This is an optimization exercise on Yosys and OpenROAD, whose aim is a short achievable clock period and few clock cycles, not a production implementation. Only simulation tests tie the RTL to the original design; equivalence was not proved. No activity file was given, so power comes from the tool's default toggle rates.

<file path="design.v">
module mips_cpu(
  input  logic        clk,
  input  logic        resetn,
  output logic        imem_req_vld,
  output logic [31:0] imem_req_addr,
  input  logic        imem_rsp_vld,
  input  logic [31:0] imem_rsp_data,
  output logic        dmem_req_vld,
  output logic        dmem_req_rnw,
  output logic [31:0] dmem_req_addr,
  output logic [31:0] dmem_req_data,
  input  logic        dmem_rsp_vld,
  input  logic [31:0] dmem_rsp_data
);
  logic [31:0] pc_q;         
  logic [31:0] pcn_q;        
  logic [31:0] f_pc;
  logic [31:0] ras_q;        
  logic        trk_vld;      
  logic [4:0]  trk_reg;
  logic [31:0] trk_val;
  logic        fd_vld;
  logic [31:0] fd_pc4;
  logic [31:0] fd_ins;
  logic [31:0] fd_rsv;       
  logic [31:0] fd_rtv;
  logic        fd_pred;      
  logic        fd_bfix;      
  logic        fd_bq;        
  logic [31:0] fd_bcx;       
  logic        fd_fe_rs, fd_fe_rt;   
  logic        fd_fs_rs, fd_fs_rt;   
  logic        fd_fm_rs, fd_fm_rt;   
  logic        fd_fw_rs, fd_fw_rt;   
  logic        fd_lu;                
  logic [31:0] fd_ptgt;      
  logic        de_vld;
  logic [31:0] de_a;         
  logic [31:0] de_bx;        
  logic [31:0] de_x;         
  logic        de_sub;       
  logic        de_ash;       
  logic [4:0]  de_sh;
  logic [31:0] de_c;         
  logic [31:0] de_alt;       
  logic [31:0] de_pc4;
  logic        de_br;        
  logic        de_pred;
  logic [1:0]  de_brk;       
  logic        de_jr;
  logic        de_link;
  logic        de_wr;
  logic [4:0]  de_dst;
  logic        de_ld;
  logic        de_st;
  logic        de_late;      
  logic [1:0]  de_sz;        
  logic        de_sgn;
  logic        de_s_add, de_s_and, de_s_or, de_s_xor, de_s_nor;
  logic        de_s_slt, de_s_sltu, de_s_sll, de_s_srl, de_s_sra;
  logic        em_vld;
  logic        em_mem;
  logic        em_nmem;      
  logic        em_rnw;
  logic [31:0] em_addr;
  logic [31:0] em_pc4;
  logic        em_ld;
  logic        em_wr;
  logic [4:0]  em_dst;
  logic [1:0]  em_sz;
  logic        em_sgn;
  logic [31:0] em_res;
  logic [31:0] em_sdat;
  logic        mw_wr;
  logic [4:0]  mw_dst;
  logic [31:0] mw_res;
  logic [31:0] rf_q [0:31];   
  logic [31:0] rf_v;         
  logic [31:0] rf_e [0:31];  
  logic gstall;      
  logic redirect;    
  logic [31:0] redirect_pc;
  logic dstall;      
  assign gstall = ~em_nmem & ~dmem_rsp_vld;
  logic [31:0] ld_val;
  logic [31:0] m_res;
  logic        m_wr;
  always_comb begin
    case (em_sz)
      2'd0:    ld_val = {{24{em_sgn & dmem_rsp_data[7]}}, dmem_rsp_data[7:0]};
      2'd1:    ld_val = {{16{em_sgn & dmem_rsp_data[15]}}, dmem_rsp_data[15:0]};
      default: ld_val = dmem_rsp_data;
    endcase
  end
  assign m_res = em_ld ? ld_val : em_res;
  assign m_wr  = em_vld & em_wr & ~gstall;
  assign dmem_req_vld  = em_mem;
  assign dmem_req_rnw  = em_rnw;
  assign dmem_req_addr = em_addr;
  assign dmem_req_data = em_sdat;
  always_ff @(posedge clk) begin
    for (int r = 1; r < 32; r++) begin
      if (m_wr && em_dst == r[4:0]) rf_q[r] <= m_res;
    end
  end
  always_ff @(posedge clk, negedge resetn) begin
    if (!resetn) begin
      rf_v  <= 32'd0;
      mw_wr <= 1'b0;
    end else begin
      for (int r = 1; r < 32; r++) begin
        if (m_wr && em_dst == r[4:0]) rf_v[r] <= 1'b1;
      end
      mw_wr <= m_wr;
    end
  end
  always_ff @(posedge clk) begin
    mw_dst <= em_dst;
    mw_res <= m_res;
  end
  logic [31:0] e_sum, e_res, e_mres, e_late;
  logic        e_eq, e_taken, e_mis;
  logic [4:0] e_sa;
  assign e_sa   = de_ash ? de_sh : de_a[4:0];
  assign e_late = ({32{de_s_sll}} & (de_c << e_sa))
                | ({32{de_s_srl}} & (de_c >> e_sa))
                | ({32{de_s_sra}} & $unsigned($signed(de_c) >>> e_sa));
  assign e_eq = ~|de_x;
  always_comb begin
    case (de_brk)
      2'd0:    e_taken = e_eq;
      2'd1:    e_taken = ~e_eq;
      2'd2:    e_taken = de_a[31] | e_eq;
      default: e_taken = ~de_a[31] & ~e_eq;
    endcase
  end
  assign e_mis = (de_br & (e_taken ^ de_pred))
               | (de_jr & (~de_pred | ~e_eq));
  assign redirect    = de_vld & e_mis;
  assign redirect_pc = de_jr ? de_a : de_alt;
  logic [31:0] e_sdat;
  always_comb begin
    case (de_sz)
      2'd0:    e_sdat = {24'b0, de_c[7:0]};
      2'd1:    e_sdat = {16'b0, de_c[15:0]};
      default: e_sdat = de_c;
    endcase
  end
  always_ff @(posedge clk, negedge resetn) begin
    if (!resetn) begin
      em_vld  <= 1'b0;
      em_mem  <= 1'b0;
      em_nmem <= 1'b1;
    end else if (!gstall) begin
      em_vld  <= de_vld;
      em_mem  <= de_vld & (de_ld | de_st);
      em_nmem <= ~(de_vld & (de_ld | de_st));
    end
  end
  always_ff @(posedge clk) begin
    em_res <= e_mres | e_late;
  end
  always_ff @(posedge clk) begin
    if (!gstall) begin
      em_ld   <= de_ld;
      em_wr   <= de_wr;
      em_dst  <= de_dst;
      em_sz   <= de_sz;
      em_sgn  <= de_sgn;
      em_addr <= e_sum;
      em_rnw  <= de_vld & de_ld;
      em_pc4  <= de_pc4;
      em_sdat <= e_sdat;
    end
  end
  logic [5:0]  d_op, d_fn;
  logic [4:0]  d_rs, d_rt, d_rd, d_sh;
  logic [15:0] d_imm;
  logic [31:0] d_sext, d_zext, d_pc8, d_btgt;
  assign d_op   = fd_ins[31:26];
  assign d_rs   = fd_ins[25:21];
  assign d_rt   = fd_ins[20:16];
  assign d_rd   = fd_ins[15:11];
  assign d_sh   = fd_ins[10:6];
  assign d_fn   = fd_ins[5:0];
  assign d_imm  = fd_ins[15:0];
  assign d_sext = {{16{d_imm[15]}}, d_imm};
  assign d_zext = {16'b0, d_imm};
  assign d_pc8  = fd_pc4 + 32'd4;
  assign d_btgt = fd_pc4 + {d_sext[29:0], 2'b00};
  logic d_rtype, d_j, d_jal, d_br, d_jr, d_jalr, d_ld, d_st, d_link, d_late;
  logic d_use_rs, d_use_rt, d_wr;
  logic [4:0] d_dst;
  logic d_s_add, d_sub, d_s_and, d_s_or, d_s_xor, d_s_nor;
  logic d_s_slt, d_s_sltu, d_s_sll, d_s_srl, d_s_sra;
  logic d_a_sh, d_a_zero, d_b_rt, d_b_zext, d_b_lui, d_b_zero;
  logic [1:0] d_sz, d_brk;
  logic d_sgn;
  always_comb begin
    d_rtype  = (d_op == 6'd0);
    d_j      = (d_op == 6'd2);
    d_jal    = (d_op == 6'd3);
    d_br     = (d_op[5:2] == 4'b0001);
    d_jr     = d_rtype & (d_fn == 6'd8);
    d_jalr   = d_rtype & (d_fn == 6'd9);
    d_ld     = (d_op[5:3] == 3'b100);
    d_st     = (d_op[5:3] == 3'b101);
    d_brk    = d_op[1:0];
    case (d_op[2:0])
      3'd0:    begin d_sz = 2'd0; d_sgn = ~d_op[3]; end                
      3'd1:    begin d_sz = 2'd1; d_sgn = ~d_op[3]; end                
      3'd3:    begin d_sz = d_op[3] ? 2'd2 : 2'd0; d_sgn = 1'b0; end   
      3'd4:    begin d_sz = 2'd1; d_sgn = 1'b0; end                    
      default: begin d_sz = 2'd2; d_sgn = 1'b0; end                    
    endcase
    d_s_add = 0; d_sub = 0; d_s_and = 0; d_s_or = 0; d_s_xor = 0; d_s_nor = 0;
    d_s_slt = 0; d_s_sltu = 0; d_s_sll = 0; d_s_srl = 0; d_s_sra = 0;
    d_a_sh = 0; d_a_zero = 0; d_b_rt = 0; d_b_zext = 0; d_b_lui = 0; d_b_zero = 0;
    d_use_rs = 0; d_use_rt = 0; d_wr = 0; d_dst = d_rt;
    if (d_rtype) begin
      d_dst = d_rd;
      d_b_rt = 1;
      d_use_rt = 1;
      d_use_rs = 1;
      d_wr = 1;
      case (d_fn)
        6'd0:  begin d_s_sll = 1; d_a_sh = 1; d_use_rs = 0; end
        6'd2:  begin d_s_srl = 1; d_a_sh = 1; d_use_rs = 0; end
        6'd3:  begin d_s_sra = 1; d_a_sh = 1; d_use_rs = 0; end
        6'd4:  d_s_sll = 1;
        6'd6:  d_s_srl = 1;
        6'd7:  d_s_sra = 1;
        6'd8:  begin d_wr = 0; d_use_rt = 0; end
        6'd9:  d_use_rt = 0;
        6'd32, 6'd33: d_s_add = 1;
        6'd34, 6'd35: begin d_s_add = 1; d_sub = 1; end
        6'd36: d_s_and = 1;
        6'd37: d_s_or  = 1;
        6'd38: d_s_xor = 1;
        6'd39: d_s_nor = 1;
        6'd42: begin d_s_slt = 1; d_sub = 1; end
        6'd43: begin d_s_sltu = 1; d_sub = 1; end
        default: ;
      endcase
    end else if (d_jal) begin
      d_wr = 1;
      d_dst = 5'd31;
    end else if (d_br) begin
      d_use_rs = 1;
      d_use_rt = ~d_op[1];
      d_b_rt = ~d_op[1];
      d_b_zero = d_op[1];
    end else if (d_ld) begin
      d_use_rs = 1;
      d_wr = 1;
      d_s_add = 1;
    end else if (d_st) begin
      d_use_rs = 1;
      d_use_rt = 1;
      d_s_add = 1;
    end else if (!d_j) begin
      d_use_rs = (d_op != 6'd15);
      d_wr = 1;
      case (d_op)
        6'd8, 6'd9: d_s_add = 1;
        6'd10: begin d_s_slt = 1; d_sub = 1; end
        6'd11: begin d_s_sltu = 1; d_sub = 1; end
        6'd12: begin d_s_and = 1; d_b_zext = 1; end
        6'd13: begin d_s_or  = 1; d_b_zext = 1; end
        6'd14: begin d_s_xor = 1; d_b_zext = 1; end
        6'd15: begin d_s_or  = 1; d_b_lui = 1; d_a_zero = 1; end
        default: ;
      endcase
    end
    if (d_dst == 5'd0) d_wr = 0;
    d_link = d_jal | d_jalr;
    d_late = d_ld | d_s_sll | d_s_srl | d_s_sra | d_s_slt | d_s_sltu;
  end
  logic fw_e_rs, fw_e_rt, fw_m_rs, fw_m_rt, fw_w_rs, fw_w_rt;
  assign fw_e_rs = fd_fe_rs;
  assign fw_e_rt = fd_fe_rt;
  assign fw_m_rs = fd_fm_rs;
  assign fw_m_rt = fd_fm_rt;
  assign fw_w_rs = fd_fw_rs;
  assign fw_w_rt = fd_fw_rt;
  logic [31:0] d_rs_o, d_rt_o, d_rsv, d_rtv, d_imv;
  assign d_rs_o = fw_m_rs ? m_res : fw_w_rs ? mw_res : fd_rsv;
  assign d_rt_o = fw_m_rt ? m_res : fw_w_rt ? mw_res : fd_rtv;
  assign d_imv  = d_b_zero ? 32'd0 : d_b_lui ? {d_imm, 16'b0} : d_b_zext ? d_zext : d_sext;
  logic [31:0] d_a_nxt, d_bx_nxt, d_x_nxt, d_c_nxt;
  ex_fwd i_ex_fwd(
    .de_a(de_a), .de_bx(de_bx), .de_x(de_x), .de_sub(de_sub), .de_c(de_c),
    .de_s_add(de_s_add), .de_s_and(de_s_and), .de_s_or(de_s_or),
    .de_s_xor(de_s_xor), .de_s_nor(de_s_nor), .de_link(de_link),
    .de_s_slt(de_s_slt), .de_s_sltu(de_s_sltu),
    .fw_e_rs(fw_e_rs), .fw_e_rt(fw_e_rt), .fs_rs(fd_fs_rs), .fs_rt(fd_fs_rt),
    .rs_o(d_rs_o), .rt_o(d_rt_o),
    .imv(d_imv), .a_zero(d_a_zero), .b_rt(d_b_rt), .sub(d_sub),
    .jrx(d_jr | d_jalr), .ptgt(fd_ptgt), .link(d_link), .pc8(d_pc8),
    .e_sum(e_sum), .e_res(e_res), .e_mres(e_mres), .rsv(d_rsv), .rtv(d_rtv),
    .a_nxt(d_a_nxt), .bx_nxt(d_bx_nxt), .x_nxt(d_x_nxt),
    .c_nxt(d_c_nxt)
  );
  logic d_beq, d_btaken, d_mis;
  assign d_beq = ~|fd_bcx;
  always_comb begin
    case (fd_ins[27:26])
      2'd0:    d_btaken = d_beq;
      2'd1:    d_btaken = ~d_beq;
      2'd2:    d_btaken = fd_rsv[31] | d_beq;
      default: d_btaken = ~fd_rsv[31] & ~d_beq;
    endcase
  end
  assign d_mis = fd_vld & fd_bq & (d_btaken ^ fd_pred);
  assign dstall = fd_vld & fd_lu;
  always_ff @(posedge clk, negedge resetn) begin
    if (!resetn) begin
      de_vld <= 1'b0;
    end else begin
      de_vld <= fd_vld & ~dstall & ~redirect & ~gstall;
    end
  end
  always_ff @(posedge clk) begin
    begin
      de_a    <= d_a_nxt;
      de_bx   <= d_bx_nxt;
      de_x    <= d_x_nxt;
      de_sub  <= d_sub;
      de_ash  <= d_a_sh;
      de_sh   <= d_sh;
      de_c    <= d_c_nxt;
      de_alt  <= fd_pred ? fd_pc4 : d_btgt;
      de_pc4  <= fd_pc4;
      de_br   <= d_br & (d_imm != 16'd0) & ~fd_bq;
      de_pred <= fd_pred;
      de_brk  <= d_brk;
      de_jr   <= d_jr | d_jalr;
      de_link <= d_link;
      de_wr   <= d_wr;
      de_dst  <= d_dst;
      de_ld   <= d_ld;
      de_st   <= d_st;
      de_late <= d_late;
      de_sz   <= d_sz;
      de_sgn  <= d_sgn;
      de_s_add <= d_s_add; de_s_and <= d_s_and; de_s_or <= d_s_or;
      de_s_xor <= d_s_xor; de_s_nor <= d_s_nor;
      de_s_slt <= d_s_slt; de_s_sltu <= d_s_sltu;
      de_s_sll <= d_s_sll; de_s_srl <= d_s_srl; de_s_sra <= d_s_sra;
    end
  end
  always_ff @(posedge clk, negedge resetn) begin
    if (!resetn) begin
      ras_q <= 32'd0;
    end else if (de_vld & de_link & ~gstall) begin
      ras_q <= de_c;
    end
  end
  logic [31:0] f_ins, f_pc4, f_npc, f_ras;
  logic [5:0]  f_op;
  logic        f_j, f_bb, f_jr31, f_pred;
  logic [10:0] f_blo;
  logic        f_bok;
  logic [31:0] f_btgt;
  assign f_ins  = imem_rsp_data;
  assign f_op   = f_ins[31:26];
  assign f_pc   = ~pcn_q;
  assign f_pc4  = {f_pc[31:2] + 30'd1, f_pc[1:0]};
  assign f_j    = (f_op[5:1] == 5'b00001);
  assign f_bb   = (f_op[5:2] == 4'b0001) & f_ins[15];
  assign f_jr31 = (f_op == 6'd0) & (f_ins[5:1] == 5'b00100);
  assign f_pred = f_j | f_bb | f_jr31;
  assign f_ras  = (de_vld & de_link) ? de_c : ras_q;
  logic        f_trk_hit, f_li, f_lo, f_wr;
  logic [4:0]  f_wdst;
  logic [31:0] f_ptgt;
  assign f_trk_hit = trk_vld & (f_ins[25:21] == trk_reg);
  assign f_ptgt    = f_trk_hit ? trk_val : f_ras;
  assign f_li  = (f_op == 6'd15);                                      
  assign f_lo  = (f_op == 6'd13) & ((f_ins[25:21] == 5'd0) |           
                 (trk_vld & (f_ins[25:21] == trk_reg) & (f_ins[20:16] == trk_reg)));
  always_comb begin
    f_wr   = 1'b1;
    f_wdst = f_ins[20:16];
    if (f_op == 6'd0) begin
      f_wdst = f_ins[15:11];
      f_wr   = (f_ins[5:0] != 6'd8);
    end else if (f_op == 6'd3) begin
      f_wdst = 5'd31;
    end else if ((f_op == 6'd2) | (f_op[5:2] == 4'b0001) | (f_op[5:3] == 3'b101)) begin
      f_wr   = 1'b0;
    end
  end
  assign f_blo  = {1'b0, f_pc[11:2]} + {1'b0, f_ins[9:0]} + 11'd1;
  assign f_bok  = (f_ins[15:10] == 6'h3f) & f_blo[10];
  assign f_btgt = {f_pc[31:12], f_blo[9:0], f_pc[1:0]};
  assign f_npc = f_j    ? {f_pc4[31:28], f_ins[25:0], 2'b00} :
                 f_bb   ? f_btgt :
                 f_jr31 ? f_ptgt : f_pc4;
  logic f_fe_rs, f_fe_rt, f_fm_rs, f_fm_rt, f_fw_rs, f_fw_rt, f_use_rs, f_use_rt;
  assign f_fe_rs = fd_vld & d_wr & (d_dst == f_ins[25:21]);
  assign f_fe_rt = fd_vld & d_wr & (d_dst == f_ins[20:16]);
  assign f_fm_rs = de_vld & de_wr & (de_dst == f_ins[25:21]);
  assign f_fm_rt = de_vld & de_wr & (de_dst == f_ins[20:16]);
  assign f_fw_rs = em_vld & em_wr & (em_dst == f_ins[25:21]);
  assign f_fw_rt = em_vld & em_wr & (em_dst == f_ins[20:16]);
  always_comb begin
    f_use_rs = 1'b1;
    f_use_rt = 1'b0;
    if (f_op == 6'd0) begin
      f_use_rs = ~((f_ins[5:0] == 6'd0) | (f_ins[5:0] == 6'd2) | (f_ins[5:0] == 6'd3));
      f_use_rt = ~((f_ins[5:0] == 6'd8) | (f_ins[5:0] == 6'd9));
    end else if (f_op[5:1] == 5'b00001) begin
      f_use_rs = 1'b0;
    end else if (f_op[5:2] == 4'b0001) begin
      f_use_rt = ~f_op[1];
    end else if (f_op[5:3] == 3'b101) begin
      f_use_rt = 1'b1;
    end else if (f_op == 6'd15) begin
      f_use_rs = 1'b0;
    end
  end
  logic f_bq, f_hz_rs, f_hz_rt;
  assign f_hz_rs = f_fe_rs | f_fm_rs | f_fw_rs;
  assign f_hz_rt = f_fe_rt | f_fm_rt | f_fw_rt;
  assign f_bq    = (f_op[5:2] == 4'b0001) & (f_ins[15:0] != 16'd0) &
                   ~f_hz_rs & (f_op[1] | ~f_hz_rt);
  logic [4:0]  f_rs, f_rt;
  logic [31:0] f_rsv, f_rtv;
  assign f_rs  = f_ins[25:21];
  assign f_rt  = f_ins[20:16];
  always_comb
    for (int r = 0; r < 32; r++) rf_e[r] = rf_q[r] & {32{rf_v[r]}};
  assign f_rsv = rf_e[f_rs];
  assign f_rtv = rf_e[f_rt];
  logic f_take;
  assign f_take = imem_rsp_vld & ~dstall;
  assign imem_req_vld  = 1'b1;
  assign imem_req_addr = pc_q;
  logic d_fix, d_redir;
  assign d_fix   = fd_vld & fd_bfix;
  assign d_redir = d_fix | d_mis;
  logic [31:0] pc_nxt;
  always_comb begin
    pc_nxt = f_pc;
    if (gstall)                          pc_nxt = em_pc4;
    else if (redirect)                   pc_nxt = redirect_pc;
    else if (d_redir)                    pc_nxt = (d_mis & fd_pred) ? fd_pc4 : d_btgt;
    else if (!dstall && imem_rsp_vld)    pc_nxt = f_npc;
  end
  always_ff @(posedge clk, negedge resetn) begin
    if (!resetn) begin
      trk_vld <= 1'b0;
    end else if (f_take) begin
      if (f_li) begin
        trk_vld <= (f_ins[20:16] != 5'd0);
      end else if (f_lo) begin
        trk_vld <= (f_ins[20:16] != 5'd0);
      end else if (f_wr & (f_wdst == trk_reg)) begin
        trk_vld <= 1'b0;
      end
    end
  end
  always_ff @(posedge clk) begin
    if (f_take) begin
      if (f_li) begin
        trk_reg <= f_ins[20:16];
        trk_val <= {f_ins[15:0], 16'b0};
      end else if (f_lo) begin
        trk_reg <= f_ins[20:16];
        trk_val <= (f_ins[25:21] == 5'd0) ? {16'b0, f_ins[15:0]} : (trk_val | {16'b0, f_ins[15:0]});
      end
    end
  end
  always_ff @(posedge clk, negedge resetn) begin
    if (!resetn) begin
      pc_q   <= 32'd0;
      pcn_q  <= 32'hffffffff;
      fd_vld <= 1'b0;
    end else begin
      pc_q   <= pc_nxt;
      pcn_q  <= ~pc_nxt;
      if (gstall || redirect) begin
        fd_vld <= 1'b0;
      end else if (!dstall) begin
        fd_vld <= imem_rsp_vld & ~d_redir;
      end
    end
  end
  always_ff @(posedge clk) begin
    if (f_take) begin
      fd_pc4  <= f_pc4;
      fd_ins  <= f_ins;
      fd_pred <= f_pred;
      fd_bfix <= f_bb & ~f_bok;
      fd_bq   <= f_bq;
      fd_fe_rs <= f_fe_rs;
      fd_fe_rt <= f_fe_rt;
      fd_fs_rs <= f_fe_rs & d_s_add;
      fd_fs_rt <= f_fe_rt & d_s_add;
      fd_fm_rs <= f_fm_rs;
      fd_fm_rt <= f_fm_rt;
      fd_fw_rs <= f_fw_rs;
      fd_fw_rt <= f_fw_rt;
      fd_lu    <= fd_vld & d_wr & d_late &
                  ((f_use_rs & (d_dst == f_ins[25:21])) | (f_use_rt & (d_dst == f_ins[20:16])));
      fd_bcx  <= f_rsv ^ (f_op[1] ? 32'd0 : f_rtv);
      fd_ptgt <= f_ptgt;
      fd_rsv  <= f_rsv;
      fd_rtv  <= f_rtv;
    end else begin
      if (d_fix) fd_bfix <= 1'b0;
      fd_bq   <= 1'b0;
      fd_fe_rs <= 1'b0;
      fd_fe_rt <= 1'b0;
      fd_fs_rs <= 1'b0;
      fd_fs_rt <= 1'b0;
      fd_fm_rs <= de_vld & de_wr & (de_dst == d_rs);
      fd_fm_rt <= de_vld & de_wr & (de_dst == d_rt);
      fd_fw_rs <= em_vld & em_wr & (em_dst == d_rs);
      fd_fw_rt <= em_vld & em_wr & (em_dst == d_rt);
      fd_lu    <= 1'b0;
      fd_rsv  <= d_rsv;
      fd_rtv  <= d_rtv;
    end
  end
endmodule
module ex_fwd(
  input  logic [31:0] de_a,       
  input  logic [31:0] de_bx,
  input  logic [31:0] de_x,
  input  logic        de_sub,
  input  logic [31:0] de_c,
  input  logic        de_s_add, de_s_and, de_s_or, de_s_xor, de_s_nor, de_link,
  input  logic        de_s_slt, de_s_sltu,
  input  logic        fw_e_rs,    
  input  logic        fw_e_rt,
  input  logic        fs_rs,      
  input  logic        fs_rt,
  input  logic [31:0] rs_o,       
  input  logic [31:0] rt_o,
  input  logic [31:0] imv,        
  input  logic        a_zero,     
  input  logic        b_rt,       
  input  logic        sub,        
  input  logic        jrx,        
  input  logic [31:0] ptgt,
  input  logic        link,       
  input  logic [31:0] pc8,
  output logic [31:0] e_sum,
  output logic [31:0] e_res,
  output logic [31:0] e_mres,     
  output logic [31:0] rsv,        
  output logic [31:0] rtv,
  output logic [31:0] a_nxt,      
  output logic [31:0] bx_nxt,
  output logic [31:0] x_nxt,
  output logic [31:0] c_nxt
);
  logic [31:0] g [0:5];
  logic [31:0] p [0:5];
  logic [31:0] cy;
  always_comb begin
    g[0] = de_a & de_bx;
    p[0] = de_a | de_bx;
    g[0][0] = (de_a[0] & de_bx[0]) | ((de_a[0] | de_bx[0]) & de_sub);
    for (int l = 0; l < 5; l++) begin
      for (int i = 0; i < 32; i++) begin
        if (i >= (1 << l)) begin
          g[l+1][i] = g[l][i] | (p[l][i] & g[l][i - (1 << l)]);
          p[l+1][i] = p[l][i] & p[l][i - (1 << l)];
        end else begin
          g[l+1][i] = g[l][i];
          p[l+1][i] = p[l][i];
        end
      end
    end
    cy = {g[5][30:0], de_sub};
  end
  assign e_sum = de_x ^ cy;
  logic [31:0] lres;
  assign lres = ({32{de_s_and}} & (de_a & de_bx))
              | ({32{de_s_or}}  & (de_a | de_bx))
              | ({32{de_s_xor}} & de_x)
              | ({32{de_s_nor}} & ~(de_a | de_bx))
              | ({32{de_link}}  & de_c);
  assign e_res = ({32{de_s_add}} & e_sum) | lres;
  logic slt, sltu;
  assign slt    = ~de_x[31] ? de_a[31]   : ~cy[31];
  assign sltu   = ~de_x[31] ? ~de_bx[31] : ~cy[31];
  assign e_mres = e_res | {31'b0, (de_s_slt & slt) | (de_s_sltu & sltu)};
  logic        sa, sb;
  logic [31:0] rs_e, rt_e, a_e, b_e, bx_e, x_k, x_e;
  assign rs_e  = fw_e_rs ? lres : rs_o;      
  assign rt_e  = fw_e_rt ? lres : rt_o;
  assign rsv   = fs_rs ? e_sum : rs_e;
  assign rtv   = fs_rt ? e_sum : rt_e;
  assign a_e    = a_zero ? 32'd0 : rs_e;
  assign b_e    = jrx ? ptgt : b_rt ? rt_e : imv;
  assign bx_e   = b_e ^ {32{sub}};
  assign sa     = fs_rs & ~a_zero;           
  assign sb     = fs_rt & b_rt & ~jrx;       
  assign a_nxt  = sa ? e_sum : a_e;
  assign bx_nxt = sb ? (e_sum ^ {32{sub}}) : bx_e;
  assign x_k    = sa ? bx_e : (a_e ^ {32{sub}});
  assign x_e    = sa ? {32{sub}} : (a_e ^ bx_e);
  assign x_nxt  = (sa ^ sb) ? (e_sum ^ x_k) : x_e;
  assign c_nxt  = (fs_rt & ~link) ? e_sum : link ? pc8 : rt_e;
endmodule
</file>
<file path="run.sh">
#!/bin/bash
# synth_recipe.tcl (not shown) runs the flow's synth.tcl, then flattens the netlist and writes it again
# the make line also repeats each setting of config.mk as NAME=value (left out here)
make -C /OpenROAD-flow-scripts/flow DESIGN_CONFIG=/design/flow/config.mk WORK_HOME=/design/flow/orfs CLKGATE_MAP_FILE= SYNTH_SCRIPT=/design/flow/synth_recipe.tcl finish
</file>
<file path="config.mk">
export PLATFORM = sky130hd
export DESIGN_NAME = mips_cpu
export DESIGN_NICKNAME = mips_cpu
export VERILOG_FILES = /design/flow/design.v
export SDC_FILE = /design/flow/constraint.sdc
export NUM_CORES = 4
export LEC_CHECK = 0
export CAP_MARGIN = 20
export CORE_MARGIN = 2
export CORE_UTILIZATION = 30
export PLACE_DENSITY = 0.4
export SETUP_SLACK_MARGIN = 4.3
export SLEW_MARGIN = 20
export SYNTH_HIERARCHICAL = 1
</file>
<file path="constraint.sdc">
create_clock -name core_clock -period 7.5 [get_ports {clk}]
set_input_delay 1.5000 -clock core_clock [delete_from_list [all_inputs] [get_ports {clk}]]
set_output_delay 1.5000 -clock core_clock [all_outputs]
set_load 0.01 [all_outputs]
</file>
==> impl_metrics.env, run 1 <==
export IMPL_final_cell_mix="1732 x nand3_1, 1266 x edfxtp_1, 700 x buf_4"
export IMPL_required_ps=8370
export IMPL_die_area_um2=305000
export IMPL_clk_latency_ps=980
export IMPL_clkTransAtPathRegs_ps=60
export IMPL_total_power_uw=35900
export IMPL_cp_top_family="compound AO/OA/AOI/OAI gates"
export IMPL_cp_depth=17
export IMPL_overflow=0
export IMPL_final_max_slew_viol_count=0
export IMPL_hold_path_class="reg -> reg"
export IMPL_fmax_ghz=0.281
export IMPL_clockRootBuffer="clkbuf_16"
export IMPL_startpoint_type="flip-flop"
export IMPL_syn_to_final_growth_pct=34.9
export IMPL_p_switching_uw=13600
export IMPL_worstMarginPinSlew_ps=1230
export IMPL_crit_buf_inv=6
export IMPL_worst_r2r_path_depth=17
export IMPL_largest_reg_flops=992
export IMPL_vdd_drop_max_v=0.000261
export IMPL_drtIter0Drc=15700
export IMPL_post_route_cell_area_um2=122000
export IMPL_cts_tree="done"
export IMPL_drive_gt1_frac=0.281
export IMPL_fp_dieW_um=553
export IMPL_placed_cell_area_um2=99500
export IMPL_power_leakage_uw=0.0441
export IMPL_synth_warnings=44
export IMPL_vias_per_cell=6.53
export IMPL_slew_limit_headroom=0.175
export IMPL_postSynthCellCount=8944
export IMPL_cpMaxStageDelayCell="maj3_4"
export IMPL_synth_fp_nets=9055
export IMPL_cpPeakStageDelay_ps=390
export IMPL_switching_share=0.378
export IMPL_p_int_uw=22300
export IMPL_fin_tns_setup_ps=0
export IMPL_grt_pass1_vias=83300
export IMPL_timing_final_crit_share=0.475
export IMPL_io_pin_count=167
export IMPL_layout_nets=9891
export IMPL_cts_sinks=1783
export IMPL_timing_rr_end="de_c[24]$_DFF_P_"
export IMPL_dp_hpwl_um=381000
export IMPL_grt_start_max_net_pins=66
export IMPL_finalCriticalPeriod_ps=3560
export IMPL_r2r_start="de_bx[0]$_DFF_P_"
export IMPL_syn_area_um2=90300
export IMPL_p_seq_frac=0.371
export IMPL_cts_max_path_buffers=4
export IMPL_path_common_cell="buf_6"
export IMPL_final_common_cell="nand3_1"
export IMPL_max_cap_violations=0
export IMPL_vias=91100
export IMPL_track_usage=0.383
export IMPL_crit_type="reg -> reg"
export IMPL_r2r_slack_ps=3940
export IMPL_power_density_nw_per_um2=295
export IMPL_drc_errors=0
export IMPL_avgSynthCellArea_um2=10.1
export IMPL_rsz0062_at_grt="yes"
export IMPL_routabilityCongestion=0.984
export IMPL_wl_per_cell_um=44.2
export IMPL_placed_cells=12700
export IMPL_power_frac_comb=0.307
export IMPL_ctsHoldBuffers=0
export IMPL_core_area_um2=300000
export IMPL_path_cells="maj3_2 -> o211ai_1 -> a22oi_2 -> a31oi_4 -> buf_6 -> maj3_4 -> o31ai_4 -> buf_6 -> buf_6 -> a22oi_2 -> xnor2_4 -> buf_12 -> buf_6 -> nand2_2 -> o21ai_1 -> buf_4 -> mux2_2"
export IMPL_cp_arrival_ps=4430
export IMPL_ant_nets=0
export IMPL_fillCellCount=28900
export IMPL_grt_pass1_wl_um=791000
export IMPL_hold_viol=0
export IMPL_largest_register="rf_q"
export IMPL_antenna_found_initial=67
export IMPL_cts_buffers=217
export IMPL_outcome="complete, no violations"
export IMPL_start_util=0.301
export IMPL_cp_startpoint="de_bx[0]$_DFF_P_"
export IMPL_final_cells=14000
export IMPL_io_buffers=165
export IMPL_wl_um=617000
export IMPL_num_rows=201
export IMPL_first_pass_iters=10
export IMPL_p_clk_frac=0.322
export IMPL_fin_skew_ps=76.0
export IMPL_crit_end="de_c[24]$_DFF_P_"
export IMPL_die_y_um=553
export IMPL_critPathMaxFanout=4
export IMPL_critPathCaptureType="flip-flop"
export IMPL_setup_violations=0
export IMPL_htree_levels=4
-- routing by layer --
layer  GRT usage  vias to the layer above  routed length [um]
met5           0                        -                 283
met1       0.463                    45300              222000
met2       0.570                     7722              260000
met3       0.115                     2395               74300
met4       0.297                       28               60900
li1            -                    35700                   -
-- worst min path at each step --
stage | cells after the start | to | slack [ps] | from
2_1_floorplan | 0 | de_pred$_DFF_P_ | 350 | fd_pred$_DFFE_PP_
3_3_place_gp | 0 | em_pc4[26]$_DFFE_PN_ | 390 | de_pc4[26]$_DFF_P_
3_5_place_dp | 0 | em_pc4[13]$_DFFE_PN_ | 390 | de_pc4[13]$_DFF_P_
4_1_cts | 0 | em_pc4[3]$_DFFE_PN_ | 350 | de_pc4[3]$_DFF_P_
5_1_grt | 0 | em_pc4[3]$_DFFE_PN_ | 370 | de_pc4[3]$_DFF_P_
6_report | 0 | em_pc4[3]$_DFFE_PN_ | 360 | de_pc4[3]$_DFF_P_
-- power groups by stage --
stage	Sequential (uW)	Clock, uW	Combinational (uW)
finish	13300	11600	11000
global route	13300	12000	11100
CTS	13200	11600	9810
detailed placement	13400	0	8640
global placement	13400	0	8610
floorplan	12600	0	4590
-- layout make-up --
class | instances | area, um^2 | area share
antenna | 37 | 92.6 | 0.000760
clock buffer | 296 | 6330 | 0.0520
clock inverter | 105 | 1290 | 0.0106
inverter | 122 | 513 | 0.00421
multi-input combinational | 6324 | 44800 | 0.368
sequential | 1783 | 49200 | 0.404
tap | 3958 | 4950 | 0.0407
timing repair buffer | 1331 | 14500 | 0.119
timing repair inverter | 1 | 8.76 | 0.0000719
-- metrics by stage --
step / setup WS (ps) / util / hold WS (ps)
after CTS: 3970 / 0.389 / 349
after global placement: 488 / 0.331 / 386
after detailed placement: 1070 / 0.332 / 389
after global routing: 3870 / 0.406 / 369
after floorplan: 3540 / - / 346
final: 3940 / 0.406 / 364
-- timing repair --
action / CTS / global route
resized for setup: 1148 / 678
buffers inserted: 523 / 220
gates cloned: 42 / 15
pin swaps: 299 / 360
endpoints found under the setup margin: 1625 / 628
Testbench counts, summed over its fixed seeds: cycles 68,961.
==> run 2, diff against run 1 <==
--- a/config.mk
+++ b/config.mk
@@ -11,4 +11,3 @@
 export PLACE_DENSITY = 0.4
 export SETUP_SLACK_MARGIN = 4.3
 export SLEW_MARGIN = 20
-export SYNTH_HIERARCHICAL = 1
==> impl_metrics.env, run 2 <==
export IMPL_io_buffers=165
export IMPL_start_util=0.302
export IMPL_ant_nets=0
export IMPL_routabilityCongestion=0.974
export IMPL_core_area_um2=295000
export IMPL_hold_viol=0
export IMPL_dp_hpwl_um=372000
export IMPL_post_synth_top_count_cell="nand3_1"
export IMPL_io_pin_count=167
export IMPL_drc_errors=0
export IMPL_ys_async_sr_fraction=0.0746
export IMPL_setup_violations=0
export IMPL_power_leakage_uw=0.0432
export IMPL_yosysTopAreaCell="edfxtp_1"
export IMPL_synth_commonest_cells="1808 x nand3_1, 1266 x edfxtp_1, 645 x clkbuf_1"
export IMPL_hold_path_class="reg -> reg"
export IMPL_fmax_ghz=0.272
export IMPL_die_area_um2=301000
export IMPL_clockRootBuffer="clkbuf_16"
export IMPL_outcome="complete, no violations"
export IMPL_regArea_um2=49300
export IMPL_slew_limit_headroom=0.128
export IMPL_first_pass_iters=10
export IMPL_synth_ff_type="edfxtp_1"
export IMPL_synth_edf_count=1266
export IMPL_wl_um=616000
export IMPL_vias=91900
export IMPL_fin_skew_ps=73.4
export IMPL_cts_buffers=213
export IMPL_cts_sinks=1783
export IMPL_netlist_top_cells_area="edfxtp_1 43%, nand3_1 10%, dfxtp_1 8.6%, mux2i_1 3.2%, nand4_1 3.1%"
export IMPL_final_cell_mix="1725 x nand3_1, 1266 x edfxtp_1, 695 x buf_4"
export IMPL_timing_final_crit_share=0.490
export IMPL_cts_tree="done"
export IMPL_layout_nets=9854
export IMPL_final_cells=13900
export IMPL_worstMarginPinSlew_ps=1310
export IMPL_clkTransAtPathRegs_ps=60
export IMPL_finalCriticalPeriod_ps=3680
export IMPL_power_density_nw_per_um2=292
export IMPL_ys_seq_area_frac=0.551
export IMPL_overflow=0
export IMPL_wl_per_cell_um=44.4
export IMPL_fillCellCount=28300
export IMPL_critPathCaptureType="flip-flop"
export IMPL_drive_gt1_frac=0.269
export IMPL_largest_reg_flops=992
export IMPL_fin_tns_setup_ps=0
export IMPL_ctsHoldBuffers=0
export IMPL_synth_fp_nets=9023
export IMPL_synth_warnings=38
export IMPL_cp_arrival_ps=4500
export IMPL_drtIter0Drc=16000
export IMPL_rsz0062_at_grt="yes"
export IMPL_vdd_drop_max_v=0.000187
export IMPL_synth_cell_type_count=91
export IMPL_grt_start_max_net_pins=89
export IMPL_track_usage=0.379
export IMPL_avgSynthCellArea_um2=9.99
export IMPL_critPathMaxFanout=4
export IMPL_num_rows=199
export IMPL_die_y_um=549
export IMPL_syn_to_final_growth_pct=35.5
export IMPL_multi_input_comb_area_um2=43600
export IMPL_final_common_cell="nand3_1"
export IMPL_grt_pass1_vias=83400
export IMPL_antenna_found_initial=63
export IMPL_final_max_slew_viol_count=0
export IMPL_postSynthCellCount=8912
export IMPL_synth_seq_cells=1783
export IMPL_clk_latency_ps=960
export IMPL_largest_register="rf_q"
export IMPL_syn_area_um2=89000
export IMPL_synth_top_area_share=0.427
export IMPL_grt_pass1_wl_um=773000
export IMPL_max_cap_violations=0
export IMPL_fp_dieW_um=549
export IMPL_total_power_uw=35200
export IMPL_required_ps=8320
export IMPL_r2r_slack_ps=3820
export IMPL_vias_per_cell=6.62
export IMPL_crit_type="reg -> reg"
export IMPL_cts_max_path_buffers=4
export IMPL_htree_levels=4
export IMPL_placed_cells=12600
export IMPL_startpoint_type="flip-flop"
run 2: cell types whose count changed in the layout (fill, tap and decap cells not counted), moves of 33 or more:
cell	previous run	this run
a21oi_1	171	206
a31oi_1	115	148
and3_1	117	81
mux2_2	92	51
mux2i_1	288	255
nor2_1	333	467
nor2_4	145	98
xnor2_1	164	212
run 2: stage by stage:
step / hold slack (ps) / instance area, um^2 / utilization / worst slack [ps]
after CTS: 379 / 114000 / 0.388 / 3940
after global routing: 400 / 121000 / 0.409 / 3810
after global placement: 386 / 98500 / 0.334 / 1670
after detailed placement: 389 / 98800 / 0.335 / 1620
after floorplan: 346 / 92000 / - / 3350
final: 396 / 121000 / 0.410 / 3820
run 2: layout make-up:
type / instances / area share
diodes: 40 / 0.000830
inverters: 94 / 0.00360
flip-flops and latches: 1783 / 0.408
clock inverters: 119 / 0.0101
clock buffers: 275 / 0.0482
well taps: 3919 / 0.0406
repair inverters: 1 / 0.0000726
multi-input cells: 6300 / 0.361
repair buffers: 1350 / 0.127
run 2: cells by family after synthesis:
logic type | synth area share
other | 0.0000421
muxes | 0.0400
DFF | 0.551
xor gates and xnor gates | 0.0315
AOI/OAI and AO/OA | 0.107
and+or+nand+nor | 0.226
buffers and inverters | 0.0359
adders and majority gates | 0.00841
run 2: worst max-delay path, stage by stage, from the launching register on:
cell and delay [ps]:
dfstp_2 380, or4_4 540, or3_4 360, or4_4 500, nor3_4 190, buf_6 130, nor2_4 50, a222oi_1 780
o221ai_1 250, nand3_1 130, o211ai_1 120, o21a_1 140
run 2: layer usage:
layer,track usage,share of wire,up-vias
li1,-,-,35500
met1,0.452,0.35,45500
met2,0.573,0.42,8311
met3,0.113,0.13,2583
met4,0.288,0.10,31
met5,0.00158,0.00051,-
run 2: report_power, final:
group	internal, uW	total (uW)	switching (uW)
sequential	11900	13400	1440
combinational	3670	11000	7350
clock	6130	10800	4700
run 2: path summary, 6_finish.rpt:
check,start,to,cells after the start
setup / recovery,pcn_q[11]$_DFF_PN1_,pc_q[18]$_DFF_PN0_,11
min in group asynchronous,resetn,pc_q[25]$_DFF_PN0_,1
hold reg to reg,de_pc4[29]$_DFF_P_,em_pc4[29]$_DFFE_PN_,0
setup reg to reg,pcn_q[11]$_DFF_PN1_,pc_q[18]$_DFF_PN0_,11
max in group asynchronous,resetn,rf_v[25]$_DFFE_PN0P_,2
hold / removal,de_pc4[29]$_DFF_P_,em_pc4[29]$_DFFE_PN_,0
run 2: what timing repair did:
action	in CTS	in global routing
setup buffers	424	298
gates resized for setup	1001	641
gates cloned	44	40
pin swaps	254	337
endpoints found under the setup margin	1665	855
==> run 3, diff against run 2 <==
--- a/config.mk
+++ b/config.mk
@@ -9,5 +9,6 @@
 export CORE_MARGIN = 2
 export CORE_UTILIZATION = 30
 export PLACE_DENSITY = 0.4
-export SETUP_SLACK_MARGIN = 4.3
+export SETUP_SLACK_MARGIN = 5.0
 export SLEW_MARGIN = 20
+export SYNTH_HIERARCHICAL = 1
==> impl_metrics.env, run 3 <==
export IMPL_synth_fp_nets=9055
export IMPL_final_common_cell="nand3_1"
export IMPL_first_pass_iters=11
export IMPL_max_cap_violations=0
export IMPL_cts_sinks=1783
export IMPL_clockRootBuffer="clkbuf_16"
export IMPL_overflow=0
export IMPL_track_usage=0.402
export IMPL_io_pin_count=167
export IMPL_p_int_uw=22500
export IMPL_vias_per_cell=6.66
export IMPL_cts_buffers=213
export IMPL_fin_skew_ps=77.2
export IMPL_cp_arrival_ps=4360
export IMPL_routabilityCongestion=0.980
export IMPL_required_ps=8290
export IMPL_num_rows=201
export IMPL_layout_nets=10300
export IMPL_drtIter0Drc=16700
export IMPL_use_met3=0.155
export IMPL_fmax_ghz=0.280
export IMPL_die_y_um=553
export IMPL_wl_um=646000
export IMPL_critPathCaptureType="flip-flop"
export IMPL_timing_final_crit_share=0.476
export IMPL_r2r_start="de_a[0]$_DFF_P_"
export IMPL_fp_dieW_um=553
export IMPL_worst_r2r_path_depth=13
export IMPL_grt_pass1_wl_um=827000
export IMPL_die_area_um2=305000
export IMPL_io_buffers=165
export IMPL_power_frac_comb=0.329
export IMPL_p_clk_frac=0.301
export IMPL_placed_cell_area_um2=99900
export IMPL_outcome="complete, no violations"
export IMPL_worstMarginPinSlew_ps=1100
export IMPL_power_density_nw_per_um2=281
export IMPL_holdPathStages=0
export IMPL_largest_register="rf_q"
export IMPL_setup_violations=0
export IMPL_timing_rr_end="em_res[22]$_DFF_P_"
export IMPL_fillCellCount=28000
export IMPL_min_from="de_pc4[9]$_DFF_P_"
export IMPL_vias=95400
export IMPL_gr_usage_met2=0.587
export IMPL_final_max_slew_viol_count=0
export IMPL_p_switching_uw=14200
export IMPL_r2r_slack_ps=3930
export IMPL_multi_input_comb_area_um2=48300
export IMPL_p_seq_frac=0.370
export IMPL_ant_nets=0
export IMPL_final_cell_mix="1586 x nand3_1, 1266 x edfxtp_1, 709 x buf_4"
export IMPL_cts_tree="done"
export IMPL_cts_max_path_buffers=4
export IMPL_grt_pass1_vias=86800
export IMPL_antenna_found_initial=65
export IMPL_fin_tns_setup_ps=0
export IMPL_startpoint_type="flip-flop"
export IMPL_slew_limit_headroom=0.259
export IMPL_start_util=0.301
export IMPL_clkTransAtPathRegs_ps=60
export IMPL_grt_start_max_net_pins=90
export IMPL_whs_endpoint="em_pc4[9]$_DFFE_PN_"
export IMPL_syn_to_final_growth_pct=44.7
export IMPL_htree_levels=4
export IMPL_drive_gt1_frac=0.365
export IMPL_syn_area_um2=90300
export IMPL_wl_per_cell_um=45.0
export IMPL_dp_hpwl_um=361000
export IMPL_rsz0062_at_grt="yes"
export IMPL_regArea_um2=49200
export IMPL_finalCriticalPeriod_ps=3570
export IMPL_vdd_drop_max_v=0.000225
export IMPL_avgSynthCellArea_um2=10.1
export IMPL_largest_reg_flops=992
export IMPL_hold_viol=0
export IMPL_power_leakage_uw=0.0472
export IMPL_post_route_cell_area_um2=131000
export IMPL_crit_type="reg -> reg"
export IMPL_core_area_um2=300000
export IMPL_switching_share=0.386
export IMPL_busiest_layer="met2"
export IMPL_drc_errors=0
export IMPL_critPathMaxFanout=4
export IMPL_hold_path_class="reg -> reg"
export IMPL_postSynthCellCount=8944
export IMPL_grt_util_met1=0.458
export IMPL_clk_latency_ps=980
export IMPL_synth_warnings=44
run 3: cell type report:
type / count / area share
Inverter: 122 / 0.00403
Multi-Input combinational cell: 6334 / 0.370
Sequential cell: 1783 / 0.377
Timing Repair inverter: 2 / 0.000134
Antenna cell: 51 / 0.000977
Timing Repair Buffer: 1686 / 0.155
Clock buffer: 276 / 0.0444
Tap cell: 3958 / 0.0379
Clock inverter: 121 / 0.0106
run 3: worst max path at each step:
| stage | from | endpoint | cells past startpoint |
|---|---|---|---|
| finish | de_a[0]$_DFF_P_ | em_res[22]$_DFF_P_ | 13 |
| global route | de_a[0]$_DFF_P_ | em_res[22]$_DFF_P_ | 13 |
| CTS | de_sub$_DFF_P_ | de_x[24]$_DFF_P_ | 15 |
| detailed placement | imem_rsp_data[19] | fd_bcx[2]$_DFFE_PP_ | 10 |
| global placement | imem_rsp_data[19] | fd_bcx[2]$_DFFE_PP_ | 10 |
| floorplan | dmem_rsp_data[15] | de_x[29]$_DFF_P_ | 16 |
run 3: routing by layer:
| layer | part of all wire | wire length, um | vias to the layer above |
|---|---|---|---|
| met1 | 0.34 | 221000 | 47400 |
| met5 | 0.00088 | 569 | - |
| met4 | 0.11 | 72300 | 28 |
| met3 | 0.13 | 83100 | 2951 |
| met2 | 0.42 | 268000 | 8604 |
| li1 | - | - | 36500 |
run 3: timing repair:
item,4_1_cts,5_1_grt
hold buffers,0,0
pin swaps,551,418
buffers inserted,820,286
endpoints found under the setup margin,2368,1243
cloned,102,16
resized for setup,2376,667
run 3: power by group through the flow:
| stage | Sequential, uW | Combinational (uW) | Clock [uW] |
|---|---|---|---|
| 2_1_floorplan | 12600 | 4740 | 0 |
| 3_3_place_gp | 13700 | 8340 | 0 |
| 4_1_cts | 13500 | 10700 | 11100 |
| 6_report | 13600 | 12100 | 11100 |
| 5_1_grt | 13600 | 12200 | 11400 |
| 3_5_place_dp | 13700 | 8360 | 0 |
run 3: stage by stage:
stage | power (uW) | hold slack, ps | worst slack (ps) | util | cells
detailed placement | 22000 | 389 | 1460 | 0.333 | 12700
global route | 37200 | 407 | 3930 | 0.436 | 14300
finish | 36700 | 398 | 3930 | 0.436 | 14300
floorplan | 17300 | 346 | 3540 | - | 8944
CTS | 35200 | 399 | 4010 | 0.416 | 14000
global placement | 22000 | 386 | 1480 | 0.333 | 12700
run 3: worst max-delay path, cell delays in order (launching register included):
cell       delay [ps]
dfxtp_4           340
maj3_2            380
o211ai_1          270
a22oi_2           150
a31o_4            310
o2111ai_4         240
o21ai_4            90
maj3_2            360
a21oi_4           200
xor2_2            210
inv_2              90
a21o_4            240
a211o_1           240
a221o_1           320
==> run 4, diff against run 3 <==
--- a/config.mk
+++ b/config.mk
@@ -7,8 +7,8 @@
 export LEC_CHECK = 0
 export CAP_MARGIN = 20
 export CORE_MARGIN = 2
-export CORE_UTILIZATION = 30
-export PLACE_DENSITY = 0.4
-export SETUP_SLACK_MARGIN = 5.0
+export CORE_UTILIZATION = 35
+export PLACE_DENSITY = 0.45
+export SETUP_SLACK_MARGIN = 4.0
 export SLEW_MARGIN = 20
 export SYNTH_HIERARCHICAL = 1
==> impl_metrics.env, run 4 <==
export IMPL_required_ps=8140
export IMPL_fp_dieW_um=512
export IMPL_io_buffers=165
export IMPL_worstMarginPinSlew_ps=1260
export IMPL_vdd_drop_max_v=0.000259
export IMPL_p_seq_frac=0.389
export IMPL_cpPeakStageDelay_ps=550
export IMPL_fmax_ghz=0.277
export IMPL_cts_max_path_buffers=3
export IMPL_syn_to_final_growth_pct=25.8
export IMPL_cp_arrival_ps=4250
export IMPL_p_int_uw=21100
export IMPL_ctsHoldBuffers=0
export IMPL_syn_area_um2=90300
export IMPL_rsz0062_at_grt="yes"
export IMPL_clkTransAtPathRegs_ps=60
export IMPL_hold_viol=0
export IMPL_postSynthCellCount=8944
export IMPL_hold_path_class="reg -> reg"
export IMPL_switching_share=0.377
export IMPL_track_usage=0.419
export IMPL_cts_buffers=204
export IMPL_crit_buf_inv=5
export IMPL_synth_fp_nets=9055
export IMPL_wl_um=570000
export IMPL_fin_skew_ps=60.2
export IMPL_final_common_cell="nand3_1"
export IMPL_overflow=0
export IMPL_htree_levels=4
export IMPL_vias_per_cell=6.84
export IMPL_critPathCaptureType="flip-flop"
export IMPL_critPathMaxFanout=15
export IMPL_power_frac_comb=0.293
export IMPL_grt_pass1_vias=82500
export IMPL_power_leakage_uw=0.0407
export IMPL_path_cells="dlygate4sd2_1 -> buf_12 -> or2_4 -> buf_4 -> nor2_4 -> buf_4 -> a31oi_1 -> nand4_1 -> nor4_4 -> buf_4 -> xnor2_1"
export IMPL_first_pass_iters=9
export IMPL_die_area_um2=262000
export IMPL_path_common_cell="buf_4"
export IMPL_ant_nets=0
export IMPL_p_clk_frac=0.318
export IMPL_grt_pass1_wl_um=749000
export IMPL_final_cell_mix="1799 x nand3_1, 1266 x edfxtp_1, 640 x buf_4"
export IMPL_clk_latency_ps=910
export IMPL_cts_sinks=1783
export IMPL_outcome="complete, no violations"
export IMPL_io_pin_count=167
export IMPL_p_switching_uw=12800
export IMPL_clockRootBuffer="clkbuf_16"
export IMPL_synth_warnings=44
export IMPL_layout_nets=9577
export IMPL_power_density_nw_per_um2=298
export IMPL_finalCriticalPeriod_ps=3600
export IMPL_core_area_um2=257000
export IMPL_cpMaxStageDelayCell="nor2_4"
export IMPL_drive_gt1_frac=0.217
export IMPL_dp_hpwl_um=359000
export IMPL_routabilityCongestion=1.03
export IMPL_cp_top_family="buffers and inverters"
export IMPL_timing_final_crit_share=0.481
export IMPL_crit_type="in -> reg"
export IMPL_avgSynthCellArea_um2=10.1
export IMPL_antenna_found_initial=56
export IMPL_slew_limit_headroom=0.153
export IMPL_grt_start_max_net_pins=104
export IMPL_largest_register="rf_q"
export IMPL_drtIter0Drc=16100
export IMPL_die_y_um=512
export IMPL_wl_per_cell_um=43.6
export IMPL_cts_tree="done"
export IMPL_hold_ws_ps=385
export IMPL_final_max_slew_viol_count=0
export IMPL_start_util=0.352
export IMPL_startpoint_type="input port"
export IMPL_largest_reg_flops=992
export IMPL_setup_violations=0
export IMPL_drc_errors=0
export IMPL_fin_tns_setup_ps=0
export IMPL_fillCellCount=24300
export IMPL_vias=89400
export IMPL_num_rows=186
export IMPL_max_cap_violations=0
run 4: metrics by stage:
stage                util  setup slack [ps]  power, uW  std cells  instance area, um^2
floorplan               -              3540      17100       8944                91200
global placement    0.382              1240      21700      12100                98100
detailed placement  0.383              1560      21700      12100                98200
CTS                 0.433              3650      33000      12900               111000
global route        0.442              3830      34400      13000               113000
finish              0.442              3900      33900      13100               114000
run 4: power groups by stage:
stage | Combinational (uW) | Sequential (uW) | Clock (uW)
2_1_floorplan | 4520 | 12600 | 0
3_3_place_gp | 8360 | 13300 | 0
3_5_place_dp | 8370 | 13300 | 0
4_1_cts | 9090 | 13100 | 10800
5_1_grt | 10000 | 13200 | 11200
6_report | 9930 | 13200 | 10800
run 4: final cells by class:
| type | instances | area [um^2] | area share |
|---|---|---|---|
| well taps | 3384 | 4230 | 0.0373 |
| clock buffers | 267 | 5700 | 0.0502 |
| repair buffers | 1032 | 10400 | 0.0916 |
| flip-flops and latches | 1783 | 49200 | 0.433 |
| inverters | 122 | 502 | 0.00442 |
| clock inverters | 116 | 1450 | 0.0127 |
| diodes | 36 | 90.1 | 0.000793 |
| multi-input cells | 6323 | 42000 | 0.370 |
run 4: per-layer routing:
layer	routed length [um]	GRT usage	vias to the layer above
li1	-	-	35000
met1	199000	0.497	43900
met2	240000	0.619	7912
met3	71100	0.131	2537
met4	60300	0.348	36
met5	310	0.000913	-
run 4: repair_timing:
| item | CTS | global route |
|---|---|---|
| setup endpoints to repair | 628 | 411 |
| resized for setup | 508 | 330 |
| cloned | 28 | 4 |
| setup buffers | 365 | 110 |
| hold endpoints to repair | 0 | 0 |
| pin swaps | 131 | 116 |
run 4: final timing paths:
check	cells after the start	startpoint	to	slack, ps
max	11	imem_rsp_data[21]	fd_bcx[11]$_DFFE_PP_	3900
min	0	de_pc4[7]$_DFF_P_	em_pc4[7]$_DFFE_PN_	390
max reg2reg	12	em_ld$_DFFE_PN_	de_x[23]$_DFF_P_	3900
min reg2reg	0	de_pc4[7]$_DFF_P_	em_pc4[7]$_DFFE_PN_	390
max in group asynchronous	2	resetn	rf_v[9]$_DFFE_PN0P_	5760
min in group asynchronous	1	resetn	pc_q[16]$_DFF_PN0_	520

-- static timing again, ports no longer ideal --
No port has a modelled driver above. Below, the same layouts with a new extraction and two added sets of constraints.
Step 1 assumes that a clkbuf_16 drives the clock port and a buf_2 every other input.
Step 2 also shifts input and output timing later by t, the mid clock arrival at the registers, as if the neighbouring blocks saw the same clock.
Three values: ideal, step 1, step 2; two values: the first two.
| run | t, ns | setup WS [ns] | worst hold slack (ns) | worst slew at a driven data input, ns | pins driven straight from the clock port |
|---|---|---|---|---|---|
| run 1 | 1.048 | 3.936 / 3.936 / 2.976 | 0.364 / 0.364 / 0.364 | 0.12 | 1 |
| run 2 | 1.032 | 3.824 / 3.824 / 3.053 | 0.396 / 0.396 / 0.396 | 0.10 | 1 |
| run 3 | 1.047 | 3.928 / 3.928 / 3.081 | 0.398 / 0.398 / 0.398 | 0.12 | 1 |
| run 4 | 0.978 | 3.895 / 3.896 / 2.998 | 0.385 / 0.385 / 0.385 | 0.06 | 1 |
After both steps every run listed still meets setup and hold. For run 1, which loses most, drivers alone change the setup slack by 0.000 ns; drivers and shift together by -0.960 ns.
